This is an optimization exercise on Yosys and OpenROAD, whose aim is small area, not a production implementation.
The RTL was checked by simulation tests, not by an equivalence proof against the original design.
Power figures rest on the tool's default switching activity, not on a simulated workload.

[flow/config.mk]
export PLATFORM = sky130hd
export DESIGN_NAME = sys_mult
export DESIGN_NICKNAME = sys_mult
export VERILOG_FILES = /design/flow/design.v
export SDC_FILE = /design/flow/constraint.sdc
export NUM_CORES = 4
export LEC_CHECK = 0
export CAP_MARGIN = 0
export CORE_MARGIN = 2
export CORE_UTILIZATION = 65
export SLEW_MARGIN = 0
[flow/constraint.sdc]
create_clock -name core_clock -period 6.5 [get_ports {clk}]
set_input_delay 1.3000 -clock core_clock [delete_from_list [all_inputs] [get_ports {clk}]]
set_output_delay 1.3000 -clock core_clock [all_outputs]
set_load 0.01 [all_outputs]
[flow/design.v]
module PE (
    input  [7:0]  a,
    input         one0, two0, neg0,
    input         one1, two1, neg1,
    input         sh,
    input         act,
    input  [3:1]  kin,
    input         clk,
    output [15:0] c);
reg [15:0] acc;
reg cr9;
    wire tp1 = c[0] & ~sh;
    wire tp2 = (c[1] & ~sh) | kin[1];
    wire tp3 = (c[2] & ~sh) | kin[2];
    wire tp4 = (c[3] & ~sh) | kin[3];
    wire tp5 = sh ? c[0] : c[4];
    wire tp6 = sh ? c[1] : c[5];
    wire tp7 = sh ? c[2] : c[6];
    wire tp8 = sh ? c[3] : c[7];
    wire tp9 = sh ? c[4] : c[8];
    wire tp10 = sh ? c[5] : c[9];
    wire tp11 = sh ? c[6] : c[10];
    wire tp12 = sh ? c[7] : c[11];
    wire tp13 = sh ? c[8] : c[12];
    wire tp14 = sh ? c[9] : c[13];
    wire tp15 = sh ? c[10] : c[14];
    wire tp16 = sh ? c[11] : c[15];
    wire tp17 = (one0 & a[0]) ^ neg0;
    wire tp18 = ((one0 & a[1]) | (two0 & a[0])) ^ neg0;
    wire tp19 = ((one0 & a[2]) | (two0 & a[1])) ^ neg0;
    wire tp20 = ((one0 & a[3]) | (two0 & a[2])) ^ neg0;
    wire tp21 = ((one0 & a[4]) | (two0 & a[3])) ^ neg0;
    wire tp22 = ((one0 & a[5]) | (two0 & a[4])) ^ neg0;
    wire tp23 = ((one0 & a[6]) | (two0 & a[5])) ^ neg0;
    wire tp24 = ((one0 & a[7]) | (two0 & a[6])) ^ neg0;
    wire tp25 = act & ~(((one0 | two0) & a[7]) ^ neg0);
    wire tp26 = (one1 & a[0]) ^ neg1;
    wire tp27 = ((one1 & a[1]) | (two1 & a[0])) ^ neg1;
    wire tp28 = ((one1 & a[2]) | (two1 & a[1])) ^ neg1;
    wire tp29 = ((one1 & a[3]) | (two1 & a[2])) ^ neg1;
    wire tp30 = ((one1 & a[4]) | (two1 & a[3])) ^ neg1;
    wire tp31 = ((one1 & a[5]) | (two1 & a[4])) ^ neg1;
    wire tp32 = ((one1 & a[6]) | (two1 & a[5])) ^ neg1;
    wire tp33 = ((one1 & a[7]) | (two1 & a[6])) ^ neg1;
    wire tp34 = act & ~(((one1 | two1) & a[7]) ^ neg1);
    wire ts35 = tp1 ^ neg0 ^ tp17;
    wire tc36 = (tp1 & neg0) | (tp17 & (tp1 ^ neg0));
    wire ts37 = tp2 ^ tp18 ^ tc36;
    wire tc38 = (tp2 & tp18) | (tc36 & (tp2 ^ tp18));
    wire ts39 = tp3 ^ neg1 ^ tp19;
    wire tc40 = (tp3 & neg1) | (tp19 & (tp3 ^ neg1));
    wire ts41 = tp26 ^ ts39 ^ tc38;
    wire tc42 = (tp26 & ts39) | (tc38 & (tp26 ^ ts39));
    wire ts43 = tp4 ^ tp20 ^ tp27;
    wire tc44 = (tp4 & tp20) | (tp27 & (tp4 ^ tp20));
    wire ts45 = tc40 ^ ts43 ^ tc42;
    wire tc46 = (tc40 & ts43) | (tc42 & (tc40 ^ ts43));
    wire ts47 = tp5 ^ tp21 ^ tp28;
    wire tc48 = (tp5 & tp21) | (tp28 & (tp5 ^ tp21));
    wire ts49 = tc44 ^ ts47 ^ tc46;
    wire tc50 = (tc44 & ts47) | (tc46 & (tc44 ^ ts47));
    wire ts51 = tp6 ^ tp22 ^ tp29;
    wire tc52 = (tp6 & tp22) | (tp29 & (tp6 ^ tp22));
    wire ts53 = tc48 ^ ts51 ^ tc50;
    wire tc54 = (tc48 & ts51) | (tc50 & (tc48 ^ ts51));
    wire ts55 = tp7 ^ tp23 ^ tp30;
    wire tc56 = (tp7 & tp23) | (tp30 & (tp7 ^ tp23));
    wire ts57 = tc52 ^ ts55 ^ tc54;
    wire tc58 = (tc52 & ts55) | (tc54 & (tc52 ^ ts55));
    wire ts59 = tp8 ^ tp24 ^ tp31;
    wire tc60 = (tp8 & tp24) | (tp31 & (tp8 ^ tp24));
    wire ts61 = tc56 ^ ts59 ^ tc58;
    wire tc62 = (tc56 & ts59) | (tc58 & (tc56 ^ ts59));
    wire ts63 = tp9 ^ tp25 ^ tp32;
    wire tc64 = (tp9 & tp25) | (tp32 & (tp9 ^ tp25));
    wire ts65 = tc60 ^ ts63 ^ tc62;
    wire tc66 = (tc60 & ts63) | (tc62 & (tc60 ^ ts63));
    wire ts67 = tp10 ^ tp33 ^ tc64;
    wire tc68 = (tp10 & tp33) | (tc64 & (tp10 ^ tp33));
    wire ts69 = tp11 ^ tp34 ^ tc68;
    wire tc70 = (tp11 & tp34) | (tc68 & (tp11 ^ tp34));
    wire ts71 = tp12 ^ tc70;
    wire tc72 = tp12 & tc70;
    wire ts73 = tp13 ^ tc72;
    wire tc74 = tp13 & tc72;
    wire ts75 = tp14 ^ tc74;
    wire tc76 = tp14 & tc74;
    wire ts77 = tp15 ^ tc76;
    wire tc78 = tp15 & tc76;
    wire tx79 = tp16 ^ tc78;
wire [15:0] nxt = {tx79, ts77, ts75, ts73, ts71, ts69, ts67, ts65, ts61, ts57, ts53, ts49, ts45, ts41, ts37, ts35};
always @(posedge clk) begin
    acc <= nxt;
    cr9 <= tc66;
end
wire [15:0] k;    
assign c[0] = acc[0];
assign k[0] = 1'b0;
assign c[1] = acc[1];
assign k[1] = 1'b0;
assign c[2] = acc[2];
assign k[2] = 1'b0;
assign c[3] = acc[3];
assign k[3] = 1'b0;
assign c[4] = acc[4];
assign k[4] = 1'b0;
assign c[5] = acc[5];
assign k[5] = 1'b0;
assign c[6] = acc[6];
assign k[6] = 1'b0;
assign c[7] = acc[7];
assign k[7] = 1'b0;
assign c[8] = acc[8];
assign k[8] = 1'b0;
wire ci9 = cr9;
assign c[9] = acc[9] ^ ci9;
assign k[9] = acc[9] & ci9;
wire ci10 = k[9];
assign c[10] = acc[10] ^ ci10;
assign k[10] = acc[10] & ci10;
wire ci11 = k[10];
assign c[11] = acc[11] ^ ci11;
assign k[11] = acc[11] & ci11;
wire ci12 = k[11];
assign c[12] = acc[12] ^ ci12;
assign k[12] = acc[12] & ci12;
wire ci13 = k[12];
assign c[13] = acc[13] ^ ci13;
assign k[13] = acc[13] & ci13;
wire ci14 = k[13];
assign c[14] = acc[14] ^ ci14;
assign k[14] = acc[14] & ci14;
wire ci15 = k[14];
assign c[15] = acc[15] ^ ci15;
assign k[15] = acc[15] & ci15;
endmodule
module sys_mult (
    input  [31:0]  a_in,
    input  [31:0]  b_in,
    input          clk,
    input          rst,
    output [255:0] c_out);
reg [3:0] cnt;
always @(posedge clk or posedge rst) begin
    if (rst)
        cnt <= 4'd0;
    else if (cnt != 4'd11)
        cnt <= cnt + 4'd1;
end
reg hi_pass, lo_pass, sh, act, e1, e2;
always @(posedge clk or posedge rst) begin
    if (rst) begin
        hi_pass <= 1'b0;
        lo_pass <= 1'b0;
        sh      <= 1'b1;
        act     <= 1'b0;
        e1      <= 1'b0;
        e2      <= 1'b0;
    end else begin
        hi_pass <= (cnt >= 4'd2) && (cnt <= 4'd5);
        lo_pass <= (cnt >= 4'd6) && (cnt <= 4'd9);
        sh      <= (cnt <= 4'd2) || (cnt == 4'd6);
        act     <= (cnt >= 4'd2) && (cnt <= 4'd9);
        e1      <= (cnt == 4'd0);
        e2      <= (cnt == 4'd1);
    end
end
wire [3:1] kn = {e1 | e2, e2, e1};
wire ld0     = (cnt <= 4'd3);
wire ld1     = (cnt <= 4'd4);
wire ld2     = (cnt <= 4'd5);
reg [7:0] ra0_1, ra0_2, ra0_3, ra0_4;
reg [7:0] ra1_1, ra1_2, ra1_3, ra1_4;
reg [7:0] ra2_1, ra2_2, ra2_3, ra2_4;
reg [7:0] ra3_1, ra3_2, ra3_3, ra3_4;
always @(posedge clk) begin
    ra0_1 <= ld0 ? a_in[7:0]   : ra0_4; ra0_2 <= ra0_1; ra0_3 <= ra0_2; ra0_4 <= ra0_3;
    ra1_1 <= ld1 ? a_in[15:8]  : ra1_4; ra1_2 <= ra1_1; ra1_3 <= ra1_2; ra1_4 <= ra1_3;
    ra2_1 <= ld2 ? a_in[23:16] : ra2_4; ra2_2 <= ra2_1; ra2_3 <= ra2_2; ra2_4 <= ra2_3;
    ra3_1 <= a_in[31:24];               ra3_2 <= ra3_1; ra3_3 <= ra3_2; ra3_4 <= ra3_3;
end
wire [7:0] ar0 = ra0_3;
wire [7:0] ar1 = ra1_2;
wire [7:0] ar2 = ra2_1;
wire [7:0] ar3 = lo_pass ? ra3_4 : a_in[31:24];
reg [3:0] rl0_1, rl0_2, rl0_3, rl0_4;
reg [3:0] rl1_1, rl1_2, rl1_3, rl1_4;
reg [3:0] rl2_1, rl2_2, rl2_3, rl2_4;
reg [3:0] rl3_1, rl3_2, rl3_3, rl3_4;
reg [3:0] rh0_1, rh0_2, rh0_3;
reg [3:0] rh1_1, rh1_2;
reg [3:0] rh2_1;
always @(posedge clk) begin
    rl0_1 <= ld0 ? b_in[3:0]   : rl0_4; rl0_2 <= rl0_1; rl0_3 <= rl0_2; rl0_4 <= rl0_3;
    rl1_1 <= ld1 ? b_in[11:8]  : rl1_4; rl1_2 <= rl1_1; rl1_3 <= rl1_2; rl1_4 <= rl1_3;
    rl2_1 <= ld2 ? b_in[19:16] : rl2_4; rl2_2 <= rl2_1; rl2_3 <= rl2_2; rl2_4 <= rl2_3;
    rl3_1 <= b_in[27:24];               rl3_2 <= rl3_1; rl3_3 <= rl3_2; rl3_4 <= rl3_3;
    rh0_1 <= b_in[7:4];   rh0_2 <= rh0_1; rh0_3 <= rh0_2;
    rh1_1 <= b_in[15:12]; rh1_2 <= rh1_1;
    rh2_1 <= b_in[23:20];
end
wire [3:0] lo0 = rl0_3, lo1 = rl1_2, lo2 = rl2_1;
wire [3:0] hi0 = rh0_3, hi1 = rh1_2, hi2 = rh2_1, hi3 = b_in[31:28];
wire [4:0] w0 = ({5{hi_pass}} & {hi0, lo0[3]}) | ({5{lo_pass}} & {lo0, 1'b0});
wire [4:0] w1 = ({5{hi_pass}} & {hi1, lo1[3]}) | ({5{lo_pass}} & {lo1, 1'b0});
wire [4:0] w2 = ({5{hi_pass}} & {hi2, lo2[3]}) | ({5{lo_pass}} & {lo2, 1'b0});
wire [4:0] w3 = ({5{hi_pass}} & {hi3, b_in[27]}) | ({5{lo_pass}} & {rl3_4, 1'b0});
    wire one0_0 = (w0[1]) ^ (w0[0]); 
    wire two0_0 = (w0[2]) ? (~(w0[1]) & ~(w0[0])) : ((w0[1]) & (w0[0])); 
    wire neg0_0 = (w0[2]) & ~((w0[1]) & (w0[0]));
    wire one0_1 = (w0[3]) ^ (w0[2]); 
    wire two0_1 = (w0[4]) ? (~(w0[3]) & ~(w0[2])) : ((w0[3]) & (w0[2])); 
    wire neg0_1 = (w0[4]) & ~((w0[3]) & (w0[2]));
    wire one1_0 = (w1[1]) ^ (w1[0]); 
    wire two1_0 = (w1[2]) ? (~(w1[1]) & ~(w1[0])) : ((w1[1]) & (w1[0])); 
    wire neg1_0 = (w1[2]) & ~((w1[1]) & (w1[0]));
    wire one1_1 = (w1[3]) ^ (w1[2]); 
    wire two1_1 = (w1[4]) ? (~(w1[3]) & ~(w1[2])) : ((w1[3]) & (w1[2])); 
    wire neg1_1 = (w1[4]) & ~((w1[3]) & (w1[2]));
    wire one2_0 = (w2[1]) ^ (w2[0]); 
    wire two2_0 = (w2[2]) ? (~(w2[1]) & ~(w2[0])) : ((w2[1]) & (w2[0])); 
    wire neg2_0 = (w2[2]) & ~((w2[1]) & (w2[0]));
    wire one2_1 = (w2[3]) ^ (w2[2]); 
    wire two2_1 = (w2[4]) ? (~(w2[3]) & ~(w2[2])) : ((w2[3]) & (w2[2])); 
    wire neg2_1 = (w2[4]) & ~((w2[3]) & (w2[2]));
    wire one3_0 = (w3[1]) ^ (w3[0]); 
    wire two3_0 = (w3[2]) ? (~(w3[1]) & ~(w3[0])) : ((w3[1]) & (w3[0])); 
    wire neg3_0 = (w3[2]) & ~((w3[1]) & (w3[0]));
    wire one3_1 = (w3[3]) ^ (w3[2]); 
    wire two3_1 = (w3[4]) ? (~(w3[3]) & ~(w3[2])) : ((w3[3]) & (w3[2])); 
    wire neg3_1 = (w3[4]) & ~((w3[3]) & (w3[2]));
PE PE_C11 (.a(ar0), .one0(one0_0), .two0(two0_0), .neg0(neg0_0), .one1(one0_1), .two1(two0_1), .neg1(neg0_1), .sh(sh), .act(act), .kin(kn), .clk(clk), .c(c_out[16*0 +: 16]));
PE PE_C12 (.a(ar0), .one0(one1_0), .two0(two1_0), .neg0(neg1_0), .one1(one1_1), .two1(two1_1), .neg1(neg1_1), .sh(sh), .act(act), .kin(kn), .clk(clk), .c(c_out[16*1 +: 16]));
PE PE_C13 (.a(ar0), .one0(one2_0), .two0(two2_0), .neg0(neg2_0), .one1(one2_1), .two1(two2_1), .neg1(neg2_1), .sh(sh), .act(act), .kin(kn), .clk(clk), .c(c_out[16*2 +: 16]));
PE PE_C14 (.a(ar0), .one0(one3_0), .two0(two3_0), .neg0(neg3_0), .one1(one3_1), .two1(two3_1), .neg1(neg3_1), .sh(sh), .act(act), .kin(kn), .clk(clk), .c(c_out[16*3 +: 16]));
PE PE_C21 (.a(ar1), .one0(one0_0), .two0(two0_0), .neg0(neg0_0), .one1(one0_1), .two1(two0_1), .neg1(neg0_1), .sh(sh), .act(act), .kin(kn), .clk(clk), .c(c_out[16*4 +: 16]));
PE PE_C22 (.a(ar1), .one0(one1_0), .two0(two1_0), .neg0(neg1_0), .one1(one1_1), .two1(two1_1), .neg1(neg1_1), .sh(sh), .act(act), .kin(kn), .clk(clk), .c(c_out[16*5 +: 16]));
PE PE_C23 (.a(ar1), .one0(one2_0), .two0(two2_0), .neg0(neg2_0), .one1(one2_1), .two1(two2_1), .neg1(neg2_1), .sh(sh), .act(act), .kin(kn), .clk(clk), .c(c_out[16*6 +: 16]));
PE PE_C24 (.a(ar1), .one0(one3_0), .two0(two3_0), .neg0(neg3_0), .one1(one3_1), .two1(two3_1), .neg1(neg3_1), .sh(sh), .act(act), .kin(kn), .clk(clk), .c(c_out[16*7 +: 16]));
PE PE_C31 (.a(ar2), .one0(one0_0), .two0(two0_0), .neg0(neg0_0), .one1(one0_1), .two1(two0_1), .neg1(neg0_1), .sh(sh), .act(act), .kin(kn), .clk(clk), .c(c_out[16*8 +: 16]));
PE PE_C32 (.a(ar2), .one0(one1_0), .two0(two1_0), .neg0(neg1_0), .one1(one1_1), .two1(two1_1), .neg1(neg1_1), .sh(sh), .act(act), .kin(kn), .clk(clk), .c(c_out[16*9 +: 16]));
PE PE_C33 (.a(ar2), .one0(one2_0), .two0(two2_0), .neg0(neg2_0), .one1(one2_1), .two1(two2_1), .neg1(neg2_1), .sh(sh), .act(act), .kin(kn), .clk(clk), .c(c_out[16*10 +: 16]));
PE PE_C34 (.a(ar2), .one0(one3_0), .two0(two3_0), .neg0(neg3_0), .one1(one3_1), .two1(two3_1), .neg1(neg3_1), .sh(sh), .act(act), .kin(kn), .clk(clk), .c(c_out[16*11 +: 16]));
PE PE_C41 (.a(ar3), .one0(one0_0), .two0(two0_0), .neg0(neg0_0), .one1(one0_1), .two1(two0_1), .neg1(neg0_1), .sh(sh), .act(act), .kin(kn), .clk(clk), .c(c_out[16*12 +: 16]));
PE PE_C42 (.a(ar3), .one0(one1_0), .two0(two1_0), .neg0(neg1_0), .one1(one1_1), .two1(two1_1), .neg1(neg1_1), .sh(sh), .act(act), .kin(kn), .clk(clk), .c(c_out[16*13 +: 16]));
PE PE_C43 (.a(ar3), .one0(one2_0), .two0(two2_0), .neg0(neg2_0), .one1(one2_1), .two1(two2_1), .neg1(neg2_1), .sh(sh), .act(act), .kin(kn), .clk(clk), .c(c_out[16*14 +: 16]));
PE PE_C44 (.a(ar3), .one0(one3_0), .two0(two3_0), .neg0(neg3_0), .one1(one3_1), .two1(two3_1), .neg1(neg3_1), .sh(sh), .act(act), .kin(kn), .clk(clk), .c(c_out[16*15 +: 16]));
endmodule
[flow/flow/run.sh]
#!/bin/bash
# Layout flow: the standard flow (standard.sh) with these changes:
#  - after the standard synthesis, flow/fapol.py re-chooses the polarity of
#    full adders and of gates that have a complementary library cell, to
#    remove inverters (same logic, registers untouched), and the flow goes
#    on from that netlist;
#  - ports are buffered with buf_1 instead of the default buffer cell;
#  - CTS builds the tree from clkbuf_4/clkbuf_8 with larger sink clusters
#    and adds no dummy loads.
# Each tool's output goes to a log file of its own here.
set -euo pipefail
R=orfs/results/sky130hd/sys_mult/base
LIB=$FLOW_HOME/platforms/sky130hd/lib/sky130_fd_sc_hd__tt_025C_1v80.lib
bash standard.sh synth > synth.log 2>&1
cp $R/1_2_yosys.v $R/1_2_yosys_std.v
python3 flow/fapol.py $LIB $R/1_2_yosys_std.v $R/1_2_yosys.v > fapol.log 2>&1
rm -f $R/1_synth.odb $R/1_synth.sdc
bash standard.sh finish \
  BUFFER_PORTS_ARGS="-buffer_cell sky130_fd_sc_hd__buf_1" \
  CTS_ARGS="-sink_clustering_enable -sink_clustering_size 12 -sink_clustering_max_diameter 40 -sink_clustering_buffer sky130_fd_sc_hd__clkbuf_4 -repair_clock_nets -dont_use_dummy_load -buf_list {sky130_fd_sc_hd__clkbuf_4 sky130_fd_sc_hd__clkbuf_8}" \
  > finish.log 2>&1
[flow/flow/fapol.py]
#!/usr/bin/env python3
"""Re-choose signal polarities in a mapped netlist to remove inverters.

A full adder is self-dual: FA(~a, ~b, ~c) = (~sum, ~cout), so a full adder
may read the complements of its inputs and then drives the complements of
its outputs. A gate with a complementary cell in the library (xor2/xnor2,
a22o/a22oi, nand2/and2, mux2/mux2i, ...) may be swapped for it and then
drives the complement of its output. Yosys' extract_fa leaves many inverters
between full adders; this pass picks, for every full adder and swappable
gate, the polarity that needs the least area (inverters plus the area change
of swapped gates), and rebuilds the inverters. Registers, ports and the
logic function are unchanged.

usage: fapol.py LIBERTY IN.v OUT.v
"""
import re, sys, random, itertools

lib_text = open(sys.argv[1]).read()
src = open(sys.argv[2]).read()
PFX = "sky130_fd_sc_hd__"

# ---- library: areas, pins, output functions -------------------------------
cells_lib = {}
for m in re.finditer(r'\n\s*cell\s*\(\s*"?(\w+)"?\s*\)\s*\{', lib_text):
    name = m.group(1)
    start = m.end()
    depth, i = 1, start
    while depth:
        ch = lib_text[i]
        depth += ch == "{"
        depth -= ch == "}"
        i += 1
    body = lib_text[start:i]
    a = re.search(r"\barea\s*:\s*([\d.]+)", body)
    pins = {}
    for pm in re.finditer(r'\n\s*pin\s*\(\s*"?(\w+)"?\s*\)\s*\{', body):
        pname = pm.group(1)
        j, d = pm.end(), 1
        while d:
            d += body[j] == "{"
            d -= body[j] == "}"
            j += 1
        pb = body[pm.end():j]
        dirm = re.search(r"direction\s*:\s*\"?(\w+)", pb)
        fm = re.search(r'function\s*:\s*"([^"]*)"', pb)
        pins[pname] = (dirm.group(1) if dirm else None, fm.group(1) if fm else None)
    cells_lib[name] = (float(a.group(1)) if a else 0.0, pins)

def truth(func, ins):
    f = func.replace("!", " not ").replace("&", " and ").replace("|", " or ").replace("^", " != ")
    f = re.sub(r"\)\s*\(", ") and (", f)
    res = []
    for vals in itertools.product([False, True], repeat=len(ins)):
        env = dict(zip(ins, vals))
        res.append(bool(eval(f, {}, env)))
    return res

def sig(name):
    area, pins = cells_lib[name]
    ins = sorted(p for p, (d, f) in pins.items() if d == "input")
    outs = [(p, f) for p, (d, f) in pins.items() if d == "output" and f]
    if len(outs) != 1 or any(p.startswith(("VPWR", "VGND", "VPB", "VNB")) for p in ins):
        return None
    try:
        return ins, outs[0][0], truth(outs[0][1], ins)
    except Exception:
        return None

COMP = {}   # cell -> (complement cell, its output pin)
for name in cells_lib:
    if not name.startswith(PFX) or "fa_" in name or "ha_" in name:
        continue
    base = name[len(PFX):]
    m = re.match(r"(\w+?)_(\d+)$", base)
    if not m:
        continue
    f, s = m.groups()
    if f.startswith(("buf", "inv", "clk", "dly", "lpflow", "probe")):
        continue
    cands = [f[:-1]] if f.endswith("i") else [f + "i"]
    for x, y in (("and", "nand"), ("or", "nor"), ("xor", "xnor")):
        if f.startswith(x):
            cands.append(y + f[len(x):])
        if f.startswith(y):
            cands.append(x + f[len(y):])
    sa = sig(name)
    if not sa:
        continue
    for c in cands:
        other = f"{PFX}{c}_{s}"
        if other in cells_lib:
            sb = sig(other)
            if sb and sb[0] == sa[0] and all(x != y for x, y in zip(sa[2], sb[2])):
                COMP[name] = (other, sb[1], sa[1])
AREA = {n: v[0] for n, v in cells_lib.items()}
INV_AREA = AREA[PFX + "inv_1"]

# ---- netlist ----------------------------------------------------------------
OUTPINS = {"X", "Y", "Q", "Q_N", "SUM", "COUT", "HI", "LO", "GCLK"}
INV = re.compile(PFX + r"(inv|clkinv)_\d+$")
FA = re.compile(PFX + r"fa_\d+$")

m = re.search(r"^module\s+(\w+)\s*\((.*?)\);", src, re.S | re.M)
body_start = m.end()
body = src[body_start:src.rindex("endmodule")]
decl_re = re.compile(r"^\s*(input|output|inout|wire)\s+(\[\d+:\d+\]\s+)?([^;]+);", re.M)
cell_re = re.compile(r"^\s*(" + PFX + r"\w+)\s+(\\\S+\s|\S+)\s*\((.*?)\);", re.S | re.M)
pin_re = re.compile(r"\.(\w+)\(\s*(\\\S+\s|[^()\s]+)\s*\)")
if re.search(r"^\s*assign\b", body, re.M):
    sys.exit("fapol: netlist has assign statements; not handled")

ports = set()
decls = []
for d in decl_re.finditer(body):
    kind, rng, names = d.group(1), d.group(2), d.group(3)
    decls.append(d.group(0).strip())
    if kind in ("input", "output", "inout"):
        for nm in [x.strip() for x in names.split(",")]:
            if rng:
                hi, lo = map(int, re.findall(r"\d+", rng))
                ports.update(f"{nm}[{i}]" for i in range(min(hi, lo), max(hi, lo) + 1))
            ports.add(nm)

cells = []
for c in cell_re.finditer(body):
    pd = {p: n.strip() for p, n in pin_re.findall(c.group(3))}
    cells.append([c.group(1), c.group(2).strip(), pd])

driver, loads = {}, {}
for idx, (typ, name, pd) in enumerate(cells):
    for p, n in pd.items():
        if p in OUTPINS:
            driver[n] = (idx, p)
        else:
            loads.setdefault(n, []).append((idx, p))
is_inv = [bool(INV.match(t)) for t, _, _ in cells]
is_fa = [bool(FA.match(t)) for t, _, _ in cells]
is_gate = [t in COMP and len([p for p in pd if p in OUTPINS]) == 1 for t, _, pd in cells]

root = {}
def find(n):
    if n in root:
        return root[n]
    d = driver.get(n)
    if d and is_inv[d[0]]:
        r, par = find(cells[d[0]][2]["A"])
        res = (r, par ^ 1)
    else:
        res = (n, 0)
    root[n] = res
    return res

members = {}
for n in set(driver) | set(loads):
    r, par = find(n)
    members.setdefault(r, []).append((n, par))

frozen = set()
cls_sinks = {}
for r, mem in members.items():
    s = []
    for n, par in mem:
        if n in ports:
            frozen.add(r)
        for (ci, p) in loads.get(n, []):
            if not is_inv[ci]:
                s.append((ci, p, par))
    cls_sinks[r] = s
    if r not in driver:
        frozen.add(r)

# flippable drivers: full adders (inputs flip too) and swappable gates
var_in, var_out, var_cost = {}, {}, {}
for i, (typ, name, pd) in enumerate(cells):
    if is_fa[i]:
        ins = [find(pd[p])[0] for p in ("A", "B", "CIN")]
        outs = [find(pd[p])[0] for p in ("SUM", "COUT") if p in pd]
        if not any(r in frozen for r in ins + outs):
            var_in[i], var_out[i], var_cost[i] = ins, outs, 0.0
    elif is_gate[i]:
        outs = [find(n)[0] for p, n in pd.items() if p in OUTPINS]
        if not any(r in frozen for r in outs):
            var_in[i], var_out[i] = [], outs
            var_cost[i] = AREA[COMP[typ][0]] - AREA[typ]

x = {}
def cost(r):
    if r in frozen:
        return 0.0
    d = driver[r][0]
    P = x.get(d, 0)
    for ci, p, par in cls_sinks[r]:
        if (par ^ (x.get(ci, 0) if is_fa[ci] else 0)) != P:
            return INV_AREA
    return 0.0

def local(i):
    return sum(cost(r) for r in set(var_in[i] + var_out[i])) + (var_cost[i] if x.get(i, 0) else 0.0)

def total():
    return sum(cost(r) for r in members) + sum(var_cost[i] for i in x if x[i])

before = total()
order = list(var_in)
best, best_x = before, dict(x)
random.seed(1)
for rnd in range(8):
    T = 2.0 if rnd else 0.0
    for sweep in range(60):
        changed = False
        random.shuffle(order)
        for i in order:
            c0 = local(i)
            x[i] = x.get(i, 0) ^ 1
            c1 = local(i)
            if c1 < c0 - 1e-9 or (T > 0 and random.random() < 2.718 ** (-(c1 - c0) / T) and c1 != c0):
                changed = changed or c1 < c0
            else:
                x[i] ^= 1
        T *= 0.8
        if T < 0.05:
            T = 0.0
        if not changed and T == 0.0:
            break
    t = total()
    if t < best - 1e-9:
        best, best_x = t, dict(x)
    x = dict(best_x)
x = best_x

# ---- rebuild ----------------------------------------------------------------
drop = set()
for r in members:
    if r in frozen:
        continue
    for n, par in members[r]:
        d = driver.get(n)
        if d and is_inv[d[0]]:
            drop.add(d[0])
new_cells, new_wires = [], []
k = 0
for r in members:
    if r in frozen:
        continue
    P = x.get(driver[r][0], 0)
    need, keep = [], []
    for ci, p, par in cls_sinks[r]:
        (need if (par ^ (x.get(ci, 0) if is_fa[ci] else 0)) != P else keep).append((ci, p))
    for ci, p in keep:
        cells[ci][2][p] = r
    if need:
        k += 1
        nn = f"_fapol{k}_"
        new_wires.append(nn)
        new_cells.append([PFX + "inv_1", f"_fapolinv{k}_", {"A": r, "Y": nn}])
        for ci, p in need:
            cells[ci][2][p] = nn
nswap = 0
for i in x:
    if x[i] and is_gate[i]:
        typ = cells[i][0]
        other, opin, ipin = COMP[typ]
        pd = cells[i][2]
        net = pd.pop(ipin)
        pd[opin] = net
        cells[i][0] = other
        nswap += 1

def fmt(n):
    return n + " " if n.startswith("\\") else n
out = [src[:body_start]]
out += ["  " + d for d in decls]
out += [f"  wire {w};" for w in new_wires]
for i, (typ, name, pd) in enumerate(cells + new_cells):
    if i < len(cells) and i in drop:
        continue
    pins = ",\n".join(f"    .{p}({fmt(n)})" for p, n in pd.items())
    out.append(f"  {typ} {fmt(name)}(\n{pins}\n  );")
out.append("endmodule\n")
open(sys.argv[3], "w").write("\n".join(out))
n_inv = sum(is_inv)
print(f"fapol: {sum(is_fa)} full adders, {len(var_in)} flippable drivers, "
      f"{sum(1 for i in x if x[i] and is_fa[i])} adders flipped, {nswap} gates swapped; "
      f"inverters {n_inv} -> {n_inv - len(drop) + k}; area change {best - before - len(drop) * INV_AREA + sum(cost(r) for r in members if r not in frozen) * 0:.1f}")
[flow/standard.sh]
#!/bin/bash
# synth_recipe.tcl (not shown) runs the flow's synth.tcl, then flattens the netlist and writes it again
# the make line also repeats each setting of config.mk as NAME=value (left out here)
make -C /OpenROAD-flow-scripts/flow DESIGN_CONFIG=/design/flow/config.mk WORK_HOME=/design/flow/orfs CLKGATE_MAP_FILE= SYNTH_SCRIPT=/design/flow/synth_recipe.tcl "${@:-finish}"
==> results of run 1 <==
-- repair_timing --
item,CTS,global route
resized for setup,0,1
setup endpoints to repair,0,2
hold endpoints to repair,0,0
buffers inserted,0,0
-- placed cells by master, fill, tap and decap left out, types with 7 or more instances in the layout --
master	n
buf_1	321
fa_1	272
o211ai_1	83
clkbuf_4	62
a31oi_1	12
nand3_1	8
mux2_1	43
mux2_4	11
nand2_1	150
a22oi_2	7
a211o_1	8
o21ai_0	35
ha_1	181
nor2b_1	28
a221oi_1	42
a22oi_1	128
xor2_1	32
inv_1	42
and2_1	8
xnor2_1	160
dfrtp_1	9
clkbuf_8	9
mux2_2	186
o21a_1	9
nor2_1	33
mux2i_1	24
dfxtp_1	488
a32o_1	12
buf_4	111
a21oi_1	76
a221o_1	49
a21o_1	74
-- through the flow --
stage	cell area (um^2)	setup TNS [ns]	util [%]
after CTS	31500	0	69.2
after floorplan	30200	0	-
after global routing	31500	0	69.2
after global placement	30900	0	67.9
final	31500	0	69.2
after detailed placement	30900	-0.0273	67.9
-- how the worst max path moves through the flow --
stage                            startpoint                     to  slack, ns  cells past startpoint
after global routing      lo_pass$_DFF_PP0_  PE_C13.acc[8]$_DFF_P_       0.09                     14
after global placement             b_in[28]  PE_C14.acc[8]$_DFF_P_      0.003                     13
after detailed placement           b_in[28]  PE_C14.acc[8]$_DFF_P_      -0.03                     13
after CTS                 lo_pass$_DFF_PP0_  PE_C13.acc[8]$_DFF_P_       0.13                     13
final                     lo_pass$_DFF_PP0_  PE_C13.acc[8]$_DFF_P_       0.32                     13
after floorplan                    b_in[29]  PE_C14.acc[8]$_DFF_P_       0.08                     15
-- final cells by class --
| class | instances | area (um^2) |
|---|---|---|
| clock buffers | 71 | 589 |
| well taps | 600 | 751 |
| repair buffers | 434 | 2080 |
| inverters | 43 | 161 |
| diodes | 4 | 10.0 |
| flip-flops and latches | 498 | 10000 |
| multi-input cells | 1737 | 17900 |
| fillers | 3477 | 14000 |
-- power by group through the flow --
stage / logic [mW] / clock network (mW) / registers, mW
floorplan: 2.93 / 0 / 4.34
global placement: 3.23 / 0 / 4.63
detailed placement: 3.39 / 0 / 4.67
CTS: 3.39 / 1.62 / 4.60
global route: 3.79 / 1.75 / 4.69
finish: 3.34 / 1.57 / 4.60
-- critical path, cell delays in order (launching register included) --
cell     delay (ns)
dfrtp_1        0.65
buf_4          0.28
a21oi_2        0.10
o21ai_2        0.49
and2_2         0.52
a221o_1        0.25
fa_1           0.42
fa_1           0.44
fa_1           0.47
fa_1           0.47
fa_1           0.48
fa_1           0.48
fa_1           0.49
fa_1           0.48
-- layer usage --
layer	wire [um]	share of wire, %	GRT usage, %	up-vias
met3	7060	8.7	6.40	210
li1	-	-	-	9426
met2	36600	45	52.9	1034
met4	3160	3.9	14.2	0
met5	0	0	0	-
met1	34300	42	47.3	10400
==> out/qor.csv, run 1 <==
stage,metric,value,unit
status,status,"complete, no violations",
job,MaxCap Viol Count,0,
power_and_ir_drop,NetSw,3.56,mW
power_and_ir_drop,Power Total,9.51,mW
hold_path,worst hold path type,reg -> reg,
routing,final wirelength,81100,um
sta,post-route worst hold slack,0.300,ns
placed_design,hpwl dp,60600,um
finish,Layout Nets,3304,
cts,Max clock buf depth,3,
sta,Final min period,6.18,ns
sta,Slew @ Worst Pin,1.11,ns
cts,clk sinks,498,
die,die width,220,um
routing,routed len/inst,24.0,um
logic_synthesis,synthesized instance count,2652,
worst_setup_path,critical path launch point type,flip-flop,
logic_synthesis,Post-Syn Area,0.0302,mm^2
power_and_ir_drop,Sw Ratio,37.4,%
die,num rows,78,
placed_design,GP Congestion,0.912,
routing,post-route ant nets,0,
cts,CTS buffer count,71,
power_and_ir_drop,Leakage,13.5,nW
routing,initial DRC count,1915,
placed_design,dpl cells,3312,
cts,clock latency on the worst-skew pair,0.66,ns
sta,Final Setup Violations,0,
sta,relative slew slack,25.7,%
placed_design,Port Buf Inserts,321,
global_route,vias in the first global route,21600,
global_route,GRT overflow,0,
hold_path,hold wc startpoint,rl3_3[0]$_DFF_P_,
sta,Final Hold Fails,0,
global_route,first-pass GRT wire length,125000,um
cts,cts hold-fix bufs,0,
sta,clock skew,0.0762,ns
sta,count of pins over their slew limit,0,
power_and_ir_drop,clock group share of total power,16.5,%
die,Die ar.,0.0482,mm^2
worst_setup_path,R2R Setup Slk,0.32,ns
power_and_ir_drop,register share of total power,48.4,%
sta,crit share post-route,95.0,%
global_route,Tot GR Track Use,34.2,%
die,Initial Util,66.3,%
sta,Final WS setup,0.322,ns
routing,# DRC,0,
power_and_ir_drop,PD cells,302,mW/mm^2
hold_path,worst hold path stage count,0,
worst_setup_path,kind of critical path,reg -> reg,
placed_design,Place WS,-0.0273,ns
global_route,pin count of the biggest net entering global routing,65,
power_and_ir_drop,Gate power share,35.1,%
worst_setup_path,Crit Path Max Fanout,21,
worst_setup_path,worst reg2reg endpoint,PE_C13.acc[8]$_DFF_P_,
worst_setup_path,worst r2r src,lo_pass$_DFF_PP0_,
sta,FMAX,162,MHz
cts,clock root buffer,clkbuf_8,
die,Core ar.,0.0456,mm^2
worst_setup_path,r2r worst-path depth,13,
die,die height,220,um
finish,area delta synth->final,4.42,%
worst_setup_path,critical path arrival,6.70,ns
sta,unrepaired setup endpoints after global routing,false,
logic_synthesis,Yosys warning count,2,
routing,vias per inst,6.21,
worst_setup_path,WP data required,7.02,ns
global_route,initial antenna violation count,0,
die,I/O Pins,322,
worst_setup_path,Worst setup EP type,flip-flop,
routing,via count,21000,
hold_path,hold path endpoint,rl3_4[0]$_DFF_P_,
cts,CTS tree,yes,
power_and_ir_drop,Int Pwr,5.95,mW
cts,H-tree lvl count,3,
finish,share of cells above drive strength 1,15.3,%
logic_synthesis,net count after synthesis,3171,
routing,drt first pass iters,6,
cts,"Reg clk slew, reported paths",0.12,ns
logic_synthesis,synthesized area per cell,11.4,um^2
power_and_ir_drop,Peak VDD IR,292,uV
finish,fin cells,3387,
==> inputs of run 2 (changes only) <==
==> flow/flow/run.sh (replaced) <==
#!/bin/bash
# Layout flow: the standard flow (standard.sh) with these changes:
#  - after the standard synthesis, flow/reabc.tcl re-maps the logic between
#    the adders, flip-flops and tie cells for area with ABC, then
#    flow/fapol.py re-chooses the polarity of
#    full adders and of gates that have a complementary library cell, to
#    remove inverters (same logic, registers untouched), and the flow goes
#    on from that netlist;
#  - ports are buffered with buf_1 instead of the default buffer cell;
#  - CTS builds the tree from clkbuf_4/clkbuf_8 with sink clusters of up to 16
#    and adds no dummy loads.
# Each tool's output goes to a log file of its own here.
set -euo pipefail
R=orfs/results/sky130hd/sys_mult/base
LIB=$FLOW_HOME/platforms/sky130hd/lib/sky130_fd_sc_hd__tt_025C_1v80.lib
bash standard.sh synth > synth.log 2>&1
cp $R/1_2_yosys.v $R/1_2_yosys_std.v
LIB=$LIB IN_V=$R/1_2_yosys_std.v OUT_V=$R/1_2_yosys_reabc.v TOP=$FLOW_TOP \
  yosys -c flow/reabc.tcl > reabc.log 2>&1
python3 flow/fapol.py $LIB $R/1_2_yosys_reabc.v $R/1_2_yosys.v > fapol.log 2>&1
rm -f $R/1_synth.odb $R/1_synth.sdc
bash standard.sh finish \
  BUFFER_PORTS_ARGS="-buffer_cell sky130_fd_sc_hd__buf_1" \
  CTS_ARGS="-sink_clustering_enable -sink_clustering_size 16 -sink_clustering_max_diameter 50 -repair_clock_nets -dont_use_dummy_load -buf_list {sky130_fd_sc_hd__clkbuf_4 sky130_fd_sc_hd__clkbuf_8}" \
  > finish.log 2>&1
==> flow/flow/reabc.tcl (new file) <==
# Re-map the logic between the full/half adders, flip-flops and tie cells
# for area with ABC (those cells are kept as they are). Run: yosys -c reabc.tcl
# with LIB, IN_V, OUT_V and TOP in the environment.
yosys read_liberty -ignore_miss_func $::env(LIB)
yosys read_verilog $::env(IN_V)
yosys hierarchy -top $::env(TOP)
yosys setattr -mod -set keep_hierarchy 1 sky130_fd_sc_hd__fa_* sky130_fd_sc_hd__ha_* sky130_fd_sc_hd__df* sky130_fd_sc_hd__conb_*
yosys flatten
yosys rename -hide w:*.*
yosys opt_clean -purge
yosys abc -liberty $::env(LIB) -dont_use sky130_fd_sc_hd__lpflow_* -dont_use sky130_fd_sc_hd__probe* -dont_use sky130_fd_sc_hd__clkdly* -dont_use sky130_fd_sc_hd__dlygate* -dont_use sky130_fd_sc_hd__dlymetal*
yosys opt_clean -purge
yosys splitnets
yosys opt_clean -purge
yosys select $::env(TOP)
yosys write_verilog -noattr -noexpr -selected $::env(OUT_V)
--- a/flow/config.mk
+++ b/flow/config.mk
@@ -8,4 +8,4 @@
 export CAP_MARGIN = 0
 export CORE_MARGIN = 2
-export CORE_UTILIZATION = 65
+export CORE_UTILIZATION = 75
 export SLEW_MARGIN = 0
==> run 2 against run 1 <==
Combinational power grew 2%. Sequential power is essentially flat. Clock-buffer cell count shrank 26. Via count grew 2.9%. Critical path type unchanged. Largest cell class unchanged.
==> out/qor.csv, run 2 <==
stage,metric,value,unit,change
status,status,"complete, no violations",,unchanged
finish,area of the multi-input gates,0.0177,mm^2,was 0.0179 mm^2
worst_setup_path,WP data required,6.99,ns,was 7.02 ns
placed_design,hpwl dp,56900,um,was 60600 um
finish,Layout Nets,3296,,was 3304
die,Initial Util,76.0,%,was 66.3%
cts,CTS buffer count,45,,was 71
logic_synthesis,net count after synthesis,2826,,was 3171
cts,clk sinks,498,,unchanged
routing,vias per inst,6.67,,was 6.21
logic_synthesis,Yosys warning count,2,,unchanged
routing,# DRC,0,,unchanged
sta,Final Hold Fails,0,,unchanged
sta,Final Setup Violations,0,,unchanged
finish,Filler Cells Inserted,1910,,was 3477
global_route,pin count of the biggest net entering global routing,135,,was 65
sta,count of pins over their slew limit,0,,unchanged
die,die width,196,um,was 220 um
finish,fin cells,3244,,was 3387
die,num rows,70,,was 78
finish,storage element area,0.0100,mm^2,unchanged
sta,Final min period,6.15,ns,was 6.18 ns
cts,clock root buffer,clkbuf_8,,unchanged
worst_setup_path,worst reg2reg endpoint,PE_C33.acc[8]$_DFF_P_,,was PE_C13.acc[8]$_DFF_P_
global_route,Tot GR Track Use,41.4,%,was 34.2%
finish,share of cells above drive strength 1,8.61,%,was 15.3%
cts,CTS resizes,0,,unchanged
finish,"commonest non-fill, non-tap cell in the layout",dfxtp_1,,unchanged
global_route,initial antenna violation count,1,,was 0
worst_setup_path,Crit Path Max Fanout,17,,was 21
die,Core ar.,0.0365,mm^2,was 0.0456 mm^2
die,Die ar.,0.0385,mm^2,was 0.0482 mm^2
sta,relative slew slack,13.5,%,was 25.7%
power_and_ir_drop,Gate power share,35.3,%,was 35.1%
power_and_ir_drop,register share of total power,47.9,%,was 48.4%
die,I/O Pins,322,,unchanged
routing,post-route ant nets,0,,unchanged
finish,post-layout util,85.5,%,was 69.2%
power_and_ir_drop,NetSw,3.71,mW,was 3.56 mW
routing,drt first pass iters,7,,was 6
worst_setup_path,worst r2r src,lo_pass$_DFF_PP0_,,unchanged
worst_setup_path,crit-path cells,"a22oi_1, inv_1, ha_1, mux2_1, a22oi_1, xnor2_1, fa_1, fa_1, fa_1, fa_2, fa_2, fa_2, fa_1",,"was buf_4, a21oi_2, o21ai_2, and2_2, a221o_1, fa_1, fa_1, fa_1, fa_1, fa_1, fa_1, fa_1, fa_1"
power_and_ir_drop,Peak VDD IR,292,uV,about the same
worst_setup_path,kind of critical path,reg -> reg,,unchanged
cts,clock latency on the worst-skew pair,0.66,ns,about the same
power_and_ir_drop,Int Pwr,5.93,mW,was 5.95 mW
global_route,first-pass GRT wire length,123000,um,was 125000 um
sta,crit share post-route,94.7,%,was 95.0%
placed_design,Port Buf Inserts,321,,unchanged
power_and_ir_drop,PD cells,309,mW/mm^2,was 302 mW/mm^2
worst_setup_path,critical path arrival,6.65,ns,was 6.70 ns
logic_synthesis,Post-Syn Area,0.0277,mm^2,was 0.0302 mm^2
sta,Slew @ Worst Pin,1.29,ns,was 1.11 ns
power_and_ir_drop,Leakage,13.5,nW,about the same
placed_design,dpl cells,3198,,was 3312
cts,setup bufs post-CTS,0,,unchanged
logic_synthesis,synthesized area per cell,12.0,um^2,was 11.4 um^2
hold_path,hold wc startpoint,ra3_1[4]$_DFF_P_,,was rl3_3[0]$_DFF_P_
worst_setup_path,r2r worst-path depth,13,,unchanged
worst_setup_path,"most used cell, CP",fa_1,,unchanged
cts,H-tree lvl count,2,,was 3
cts,CTS tree,yes,,unchanged
routing,routed len/inst,24.4,um,was 24.0 um
worst_setup_path,critical path launch point type,flip-flop,,unchanged
global_route,GRT overflow,0,,unchanged
finish,most frequent cells in the layout,"dfxtp_1 (488), buf_1 (321), mux2_1 (210)",,"was dfxtp_1 (488), buf_1 (321), fa_1 (272)"
routing,final wirelength,79200,um,was 81100 um
sta,FMAX,163,MHz,was 162 MHz
worst_setup_path,Worst setup EP type,flip-flop,,unchanged
global_route,vias in the first global route,22700,,was 21600
routing,via count,21600,,was 21000
finish,area delta synth->final,12.5,%,was 4.42%
hold_path,worst hold path stage count,0,,unchanged
sta,unrepaired setup endpoints after global routing,false,,unchanged
hold_path,hold path endpoint,ra3_2[4]$_DFF_P_,,was rl3_4[0]$_DFF_P_
worst_setup_path,"Slowest-stage cell, CP",dfrtp_1,,unchanged
cts,cts hold-fix bufs,0,,unchanged
logic_synthesis,synthesized instance count,2307,,was 2652
sta,clock skew,0.0530,ns,was 0.0762 ns
placed_design,GP Congestion,0.912,,unchanged
routing,initial DRC count,2491,,was 1915
job,MaxCap Viol Count,0,,unchanged
hold_path,worst hold path type,reg -> reg,,unchanged
cts,Max clock buf depth,3,,unchanged
worst_setup_path,Worst path max stage delay,0.64,ns,was 0.65 ns
power_and_ir_drop,Sw Ratio,38.5,%,was 37.4%
worst_setup_path,R2R Setup Slk,0.35,ns,was 0.32 ns
die,die height,196,um,was 220 um
power_and_ir_drop,clock group share of total power,16.8,%,was 16.5%
cts,"Reg clk slew, reported paths",0.10,ns,was 0.12 ns
-- run 2: power groups by stage --
| stage | Clock [mW] | Combinational (mW) | Sequential, mW |
|---|---|---|---|
| 2_1_floorplan | 0 | 1.98 | 4.62 |
| 6_report | 1.62 | 3.40 | 4.61 |
| 3_3_place_gp | 0 | 3.10 | 4.58 |
| 4_1_cts | 1.62 | 3.43 | 4.59 |
| 5_1_grt | 1.72 | 3.80 | 4.68 |
| 3_5_place_dp | 0 | 3.39 | 4.64 |
-- run 2: worst max-delay path by stage --
stage	depth (start not counted)	from	endpoint
finish	13	lo_pass$_DFF_PP0_	PE_C33.acc[8]$_DFF_P_
global route	13	lo_pass$_DFF_PP0_	PE_C33.acc[8]$_DFF_P_
CTS	13	lo_pass$_DFF_PP0_	PE_C33.acc[8]$_DFF_P_
detailed placement	14	b_in[29]	PE_C14.acc[8]$_DFF_P_
global placement	14	b_in[29]	PE_C14.acc[8]$_DFF_P_
floorplan	10	sh$_DFF_PP1_	PE_C14.acc[8]$_DFF_P_
-- run 2: routing by layer --
layer | track usage (%) | routed length, um
met1 | 50.9 | 28500
met2 | 68.0 | 38100
met3 | 7.61 | 7450
met4 | 26.3 | 5100
met5 | 0 | 14
-- run 2: through the flow --
step | TNS, ns | hold WS [ns] | area [um^2] | total power, mW | worst slack [ns]
2_1_floorplan | -0.0284 | 0.310 | 28000 | 6.60 | -0.0220
3_3_place_gp | 0 | 0.310 | 30600 | 7.69 | 0.414
3_5_place_dp | 0 | 0.312 | 30600 | 8.03 | 0.300
4_1_cts | 0 | 0.291 | 31200 | 9.64 | 0.463
5_1_grt | 0 | 0.295 | 31200 | 10.2 | 0.250
6_report | 0 | 0.292 | 31200 | 9.64 | 0.347
-- run 2: layout make-up --
class                           count  share of cell area (%)
Multi-Input combinational cell   1740                    56.8
Antenna cell                        1                 0.00801
Sequential cell                   498                    32.1
Tap cell                          468                    1.88
Timing Repair Buffer              423                    6.39
Inverter                           69                   0.829
Clock buffer                       45                    1.98
-- run 2: worst max-delay path: cells and delay by family (launching register included) --
family	cells	cell delay [ns]
multiplexers	1	0.61
XOR/XNOR	1	0.19
adder cells (fa/ha/maj)	8	3.18
buffers and inverters	1	0.40
AO/OA/AOI/OAI	2	0.97
flip-flops	1	0.64

## static timing again, ports no longer ideal
No port has a modelled driver above. Below, the same layouts with a new extraction and two added sets of constraints.
Step 1, drivers: a clkbuf_16 drives clk and a buf_2 each remaining input, both assumed.
Step 2 moves the port delays by t, midway between the first and last clock arrival at a register: inputs arrive t later, outputs are due t later. That takes back most of the time a late clock gives input paths.
Slacks: ideal / step 1 / step 2; pairs: ideal / step 1.
run | t (ns) | setup slack, ns | hold slack, ns | worst setup path after step 2
run 1 | 0.678 | 0.322 / 0.322 / -0.098 | 0.300 / 0.300 / 0.300 | input to register
run 2 | 0.693 | 0.347 / 0.347 / 0.236 | 0.292 / 0.292 / 0.292 | input to register
With both steps, setup timing fails in run 1, where it was met with ideal ports. The setup slack of run 1, which loses most, moves by 0.000 ns with the drivers and by -0.420 ns with both steps.
